This design comes from an exercise in tuning for small area and few clock cycles on the open sky130 flow, not from production work. Where RTL was checked, it was by simulation tests only, not by an equivalence proof against the original. Power is estimated from default activity; no workload was simulated.

==> module FC, before the edit <==
module FC (
  input             clk,
  input             rst_n,
  input             start_FC,
  output            end_FC,
  output     [15:0] ram_addr_w,
  output     [7:0]  ram_data_w,
  output            ram_en,
  output            ram_wea,
  output     [8:0]  rom_addr_row,
  input      [31:0] rom_data_row,
  output            rom_en_row,
  output     [14:0] rom_addr_rw,
  input      [7:0]  rom_data_rw,
  output            rom_en_rw,
  output     [15:0] ram_addr_r,
  input      [7:0]  ram_data_r,
  output            ram_en_r,
  output     [7:0]  NN_out_male,
  output     [7:0]  NN_out_female
);
  genvar i;
  reg        run;
  reg        ph;
  reg [10:0] cnt;
  reg [7:0]  b3;                  
  reg [14:0] waddr;
  reg [25:0] acc;
  reg        c0r, c1r;
  reg [25:0] P;
  reg        mb;
  reg [7:0]  r1 [0:11];
  reg [7:0]  r2 [0:7];
  wire l1 = ~b3[7] | (b3[6:4] == 3'd0);         
  wire l3 = b3[7] & b3[5] & (b3[4] | b3[3]);    
  wire l2 = ~l1 & ~l3;
  wire last = (b3 == 8'd171);
  wire [2:0] bm = b3[2:0] - 3'd4;
  wire [2:0] gp4 = {bm[1:0], 1'b0} + bm + 3'd4;
  wire m0    = ~ph & (cnt == 11'd0);
  wire mclr  = ~ph & (cnt == 11'd1);
  wire mbis  = ~ph & (l1 ? (cnt == 11'd1600) : l2 ? (cnt == 11'd12) : (cnt == 11'd8));
  wire mend  = ~ph & (l1 ? (cnt == 11'd1601) : l2 ? (cnt == 11'd13) : (cnt == 11'd9));
  wire gend  = ph & (l1 ? (cnt == 11'd30) : l2 ? (cnt == 11'd33) : last ? (cnt == 11'd30) : (cnt == 11'd29));
  wire gc2   = ph & (cnt == 11'd2);
  wire kstep = ph & (cnt == 11'd28);
  wire phold = ~(ph & (cnt[10:5] == 6'd0) & (cnt[4:0] >= 5'd2) & (cnt[4:0] <= 5'd28));
  wire mfetch = ph & (cnt[10:5] == 6'd0) & (cnt[4:0] != 5'd0) & (cnt[4:0] <= 5'd26);
  wire [1:0] j = ph ? 2'd0 : (m0 ? 2'd1 : (mend ? 2'd0 : 2'd2));
  wire [8:0] row_full;
  wire [8:0] rb3 = {1'b0, b3};
  wire [9:0] rc;
  assign rc[0] = 1'b0;
  generate for (i = 0; i < 9; i = i + 1) begin : radd
    wire jb = (i < 2) ? j[i] : 1'b0;
    assign row_full[i] = rb3[i] ^ jb ^ rc[i];
    assign rc[i+1] = (rb3[i] & jb) | (rb3[i] & rc[i]) | (jb & rc[i]);
  end endgenerate
  assign rom_addr_row = row_full;
  assign rom_en_row   = 1'b1;
  assign rom_addr_rw  = waddr;
  assign rom_en_rw    = 1'b1;
  assign ram_addr_r   = {5'd0, cnt};
  assign ram_en_r     = 1'b1;
  wire use_a = run & ~ph & ~mend;
  wire [7:0] a_sel = ~use_a ? (mend ? {{2{rom_data_row[5]}}, rom_data_row[5:0]} : 8'd0)
                   : (l1 ? ram_data_r : (l2 ? r1[0] : r2[0]));
  wire [7:0] w_sel = mend ? 8'd1 : rom_data_rw;
  wire [25:0] acc_a = mclr ? ~{{5{rom_data_row[20]}}, rom_data_row[20:0]} : acc;
  wire [25:0] acc_n;
  wire c0n, c1n;
  fc_mac u_mac (.x(w_sel), .y(a_sel), .A(acc_a), .cin(mclr), .en(~ph),
                .c0i(c0r & ~mclr), .c1i(c1r & ~mclr), .S(acc_n), .c0o(c0n), .c1o(c1n));
  wire [26:0] pa = gc2 ? 27'd0 : {P[25], P};
  wire [26:0] pk = l3 ? 27'd2656 : 27'h7ffe020;    
  wire [26:0] pb = ({27{mb}} & {acc[25], acc}) | ({27{kstep}} & pk) | ({27{phold}} & {P[25], P});
  wire [27:0] pc;
  wire [26:0] psum;
  assign pc[0] = 1'b0;
  generate for (i = 0; i < 27; i = i + 1) begin : padd
    fc_fa u_fa (.a(pa[i]), .b(pb[i]), .c(pc[i]), .s(psum[i]), .co(pc[i+1]));
  end endgenerate
  wire clamp = P[25] & ~(&P[24:12]);
  wire [7:0] outb = clamp ? 8'h80 : P[12:5];
  wire [10:0] cnt_inc;
  wire [11:0] cc;
  assign cc[0] = 1'b1;
  generate for (i = 0; i < 11; i = i + 1) begin : cinc
    assign cnt_inc[i] = cnt[i] ^ cc[i];
    assign cc[i+1] = cnt[i] & cc[i];
  end endgenerate
  wire [14:0] wa_inc;
  wire [15:0] wc;
  assign wc[0] = 1'b1;
  generate for (i = 0; i < 15; i = i + 1) begin : winc
    assign wa_inc[i] = waddr[i] ^ wc[i];
    assign wc[i+1] = waddr[i] & wc[i];
  end endgenerate
  wire [7:0] b3_inc;
  wire [8:0] bc;
  assign b3_inc[0] = ~b3[0];
  assign b3_inc[1] = ~(b3[1] ^ b3[0]);
  assign bc[2] = b3[1] | b3[0];
  generate for (i = 2; i < 8; i = i + 1) begin : binc
    assign b3_inc[i] = b3[i] ^ bc[i];
    assign bc[i+1] = b3[i] & bc[i];
  end endgenerate
  wire g1to12 = (b3 != 8'd108) & (l1 | (b3 == 8'd144));
  wire ins1 = run & ((m0 & g1to12) | (last & ~ph & (cnt == 11'd2)) | (last & ph & (cnt == 11'd29)));
  wire g12to20 = ~l1 & (l2 | (b3 == 8'd168));
  wire ins2 = run & ~ph & g12to20 & (cnt[10:3] == 8'd0) & (cnt[2:0] == gp4);
  wire wr = run & last & ph & (((cnt == 11'd29) | (cnt == 11'd30)));
  assign end_FC = run & last & ph & (cnt == 11'd30);
  assign ram_en = wr;
  assign ram_wea = wr;
  assign ram_addr_w = {15'd0, ~cnt[0]};
  assign ram_data_w = r1[11];
  assign NN_out_male = r1[11];
  assign NN_out_female = r1[10];
  integer k;
  always @(posedge clk) begin
    if (!rst_n) begin
      run <= 1'b0;
    end else if (!run) begin
      run <= start_FC;
    end else if (gend & last) begin
      run <= 1'b0;
    end
  end
  always @(posedge clk) begin
    if (!rst_n || !run) begin
      ph <= 1'b0;
      cnt <= 11'd0;
      b3 <= 8'd108;
      waddr <= 15'd2664;
    end else begin
      if (mend) begin
        ph <= 1'b1;
        cnt <= 11'd0;
      end else if (gend) begin
        ph <= 1'b0;
        cnt <= 11'd0;
        b3 <= b3_inc;
      end else begin
        cnt <= cnt_inc;
      end
      if (~ph & ~mbis & ~mend)
        waddr <= wa_inc;
    end
  end
  always @(posedge clk) begin
    acc <= acc_n;
    c0r <= c0n;
    c1r <= c1n;
    mb <= mfetch & rom_data_row[cnt[4:0] - 5'd1];
    P <= psum[26:1];
    for (k = 0; k < 11; k = k + 1) r1[k] <= r1[k+1];
    r1[11] <= ins1 ? outb : r1[0];
    for (k = 0; k < 7; k = k + 1) r2[k] <= r2[k+1];
    r2[7] <= ins2 ? outb : r2[0];
  end
endmodule
export LEC_CHECK = 0
export CAP_MARGIN = 20
export CORE_MARGIN = 2
export CORE_UTILIZATION = 60
export CTS_BUF_LIST = sky130_fd_sc_hd__clkbuf_8
export CTS_CLUSTER_DIAMETER = 60
export CTS_CLUSTER_SIZE = 16
export PLACE_DENSITY = 0.75
export SLEW_MARGIN = 20
export SYNTH_HIERARCHICAL = 1
export SYNTH_MINIMUM_KEEP_SIZE = 0
create_clock -name core_clock -period 11.0 [get_ports {clk}]
standard.sh (not shown) runs the stock make flow with config.mk's settings and CLKGATE_MAP_FILE= SYNTH_SCRIPT=/design/flow/synth_recipe.tcl, a recipe that flattens the netlist after the stock synthesis.
==> flow/flow/run.sh <==
#!/bin/bash
set -euo pipefail
cd "$(dirname "$0")/.."
export BUFFER_PORTS_ARGS="-buffer_cell sky130_fd_sc_hd__buf_1"
bash standard.sh > standard_flow.log 2>&1
The first run produced a layout that fails on negative setup slack.
==> next run, changes <==
--- a/flow/design.v
+++ b/flow/design.v
@@ -29,6 +29,7 @@
   reg        c0r, c1r;
   reg [25:0] P;
   reg        mb;
+  reg        gc2, kstep, phold;
   reg [7:0]  r1 [0:11];
   reg [7:0]  r2 [0:7];
   wire l1 = ~b3[7] | (b3[6:4] == 3'd0);         
@@ -42,9 +43,6 @@
   wire mbis  = ~ph & (l1 ? (cnt == 11'd1600) : l2 ? (cnt == 11'd12) : (cnt == 11'd8));
   wire mend  = ~ph & (l1 ? (cnt == 11'd1601) : l2 ? (cnt == 11'd13) : (cnt == 11'd9));
   wire gend  = ph & (l1 ? (cnt == 11'd30) : l2 ? (cnt == 11'd33) : last ? (cnt == 11'd30) : (cnt == 11'd29));
-  wire gc2   = ph & (cnt == 11'd2);
-  wire kstep = ph & (cnt == 11'd28);
-  wire phold = ~(ph & (cnt[10:5] == 6'd0) & (cnt[4:0] >= 5'd2) & (cnt[4:0] <= 5'd28));
   wire mfetch = ph & (cnt[10:5] == 6'd0) & (cnt[4:0] != 5'd0) & (cnt[4:0] <= 5'd26);
   wire [1:0] j = ph ? 2'd0 : (m0 ? 2'd1 : (mend ? 2'd0 : 2'd2));
   wire [8:0] row_full;
@@ -91,16 +89,17 @@
   end endgenerate
   wire [14:0] wa_inc;
   wire [15:0] wc;
-  assign wc[0] = 1'b1;
+  assign wc[0] = ~ph & ~mbis & ~mend;
   generate for (i = 0; i < 15; i = i + 1) begin : winc
     assign wa_inc[i] = waddr[i] ^ wc[i];
     assign wc[i+1] = waddr[i] & wc[i];
   end endgenerate
   wire [7:0] b3_inc;
   wire [8:0] bc;
-  assign b3_inc[0] = ~b3[0];
-  assign b3_inc[1] = ~(b3[1] ^ b3[0]);
-  assign bc[2] = b3[1] | b3[0];
+  assign b3_inc[0] = b3[0] ^ gend;
+  assign bc[1] = b3[0] & gend;
+  assign b3_inc[1] = b3[1] ^ gend ^ bc[1];
+  assign bc[2] = (b3[1] & gend) | (b3[1] & bc[1]) | (gend & bc[1]);
   generate for (i = 2; i < 8; i = i + 1) begin : binc
     assign b3_inc[i] = b3[i] ^ bc[i];
     assign bc[i+1] = b3[i] & bc[i];
@@ -140,12 +139,11 @@
       end else if (gend) begin
         ph <= 1'b0;
         cnt <= 11'd0;
-        b3 <= b3_inc;
       end else begin
         cnt <= cnt_inc;
       end
-      if (~ph & ~mbis & ~mend)
-        waddr <= wa_inc;
+      waddr <= wa_inc;
+      b3 <= b3_inc;
     end
   end
   always @(posedge clk) begin
@@ -153,6 +151,9 @@
     c0r <= c0n;
     c1r <= c1n;
     mb <= mfetch & rom_data_row[cnt[4:0] - 5'd1];
+    gc2 <= ph & (cnt == 11'd1);
+    kstep <= ph & (cnt == 11'd27);
+    phold <= ~(ph & (cnt[10:5] == 6'd0) & (cnt[4:0] >= 5'd1) & (cnt[4:0] <= 5'd27));
     P <= psum[26:1];
     for (k = 0; k < 11; k = k + 1) r1[k] <= r1[k+1];
     r1[11] <= ins1 ? outb : r1[0];
Result:
- The new run finished clean
- sequential power drops by about 9%
- via count drops by about 5.6%
- utilization climbs by 0.55 points
- count of clock-buffer cells in the layout climbs by 2
- sequential cell count climbs by 3
- fmax climbs by about 2.5%
- first-iteration DRC count climbs by 55%
- power drops by 18%
- critical path depth drops by 3
- worst setup slack gets better by 270 ps
- die area drops by 2.5%
Testbench counts after the change, summed over its fixed seeds: cycles 361,110.
The RTL of the first run of this note was laid out without a check of its function.

## re-timing with driven ports
How much do the figures lean on ideal ports? The routed layouts below were timed once more, with nothing changed but the port constraints.
Step 1, drivers: a clkbuf_16 drives clk and a buf_2 each remaining input, both assumed.
Step 2, shift: input delay + t, output delay - t, t = (earliest + latest rising clock arrival at the registers) / 2. This alone moves slack from input paths to output paths.
Three values: ideal ports, drivers, drivers and shift; two values: the first two.
run	shift t [ns]	slack for setup (ns)	worst setup path at the end	worst slew at a driven data input, ns	pins driven straight from the clock port
the first run	0.567	-0.016 / -0.016 / -0.016	register to register	0.05	1
the second run	0.584	0.250 / 0.250 / 0.250	register to register	0.05	1
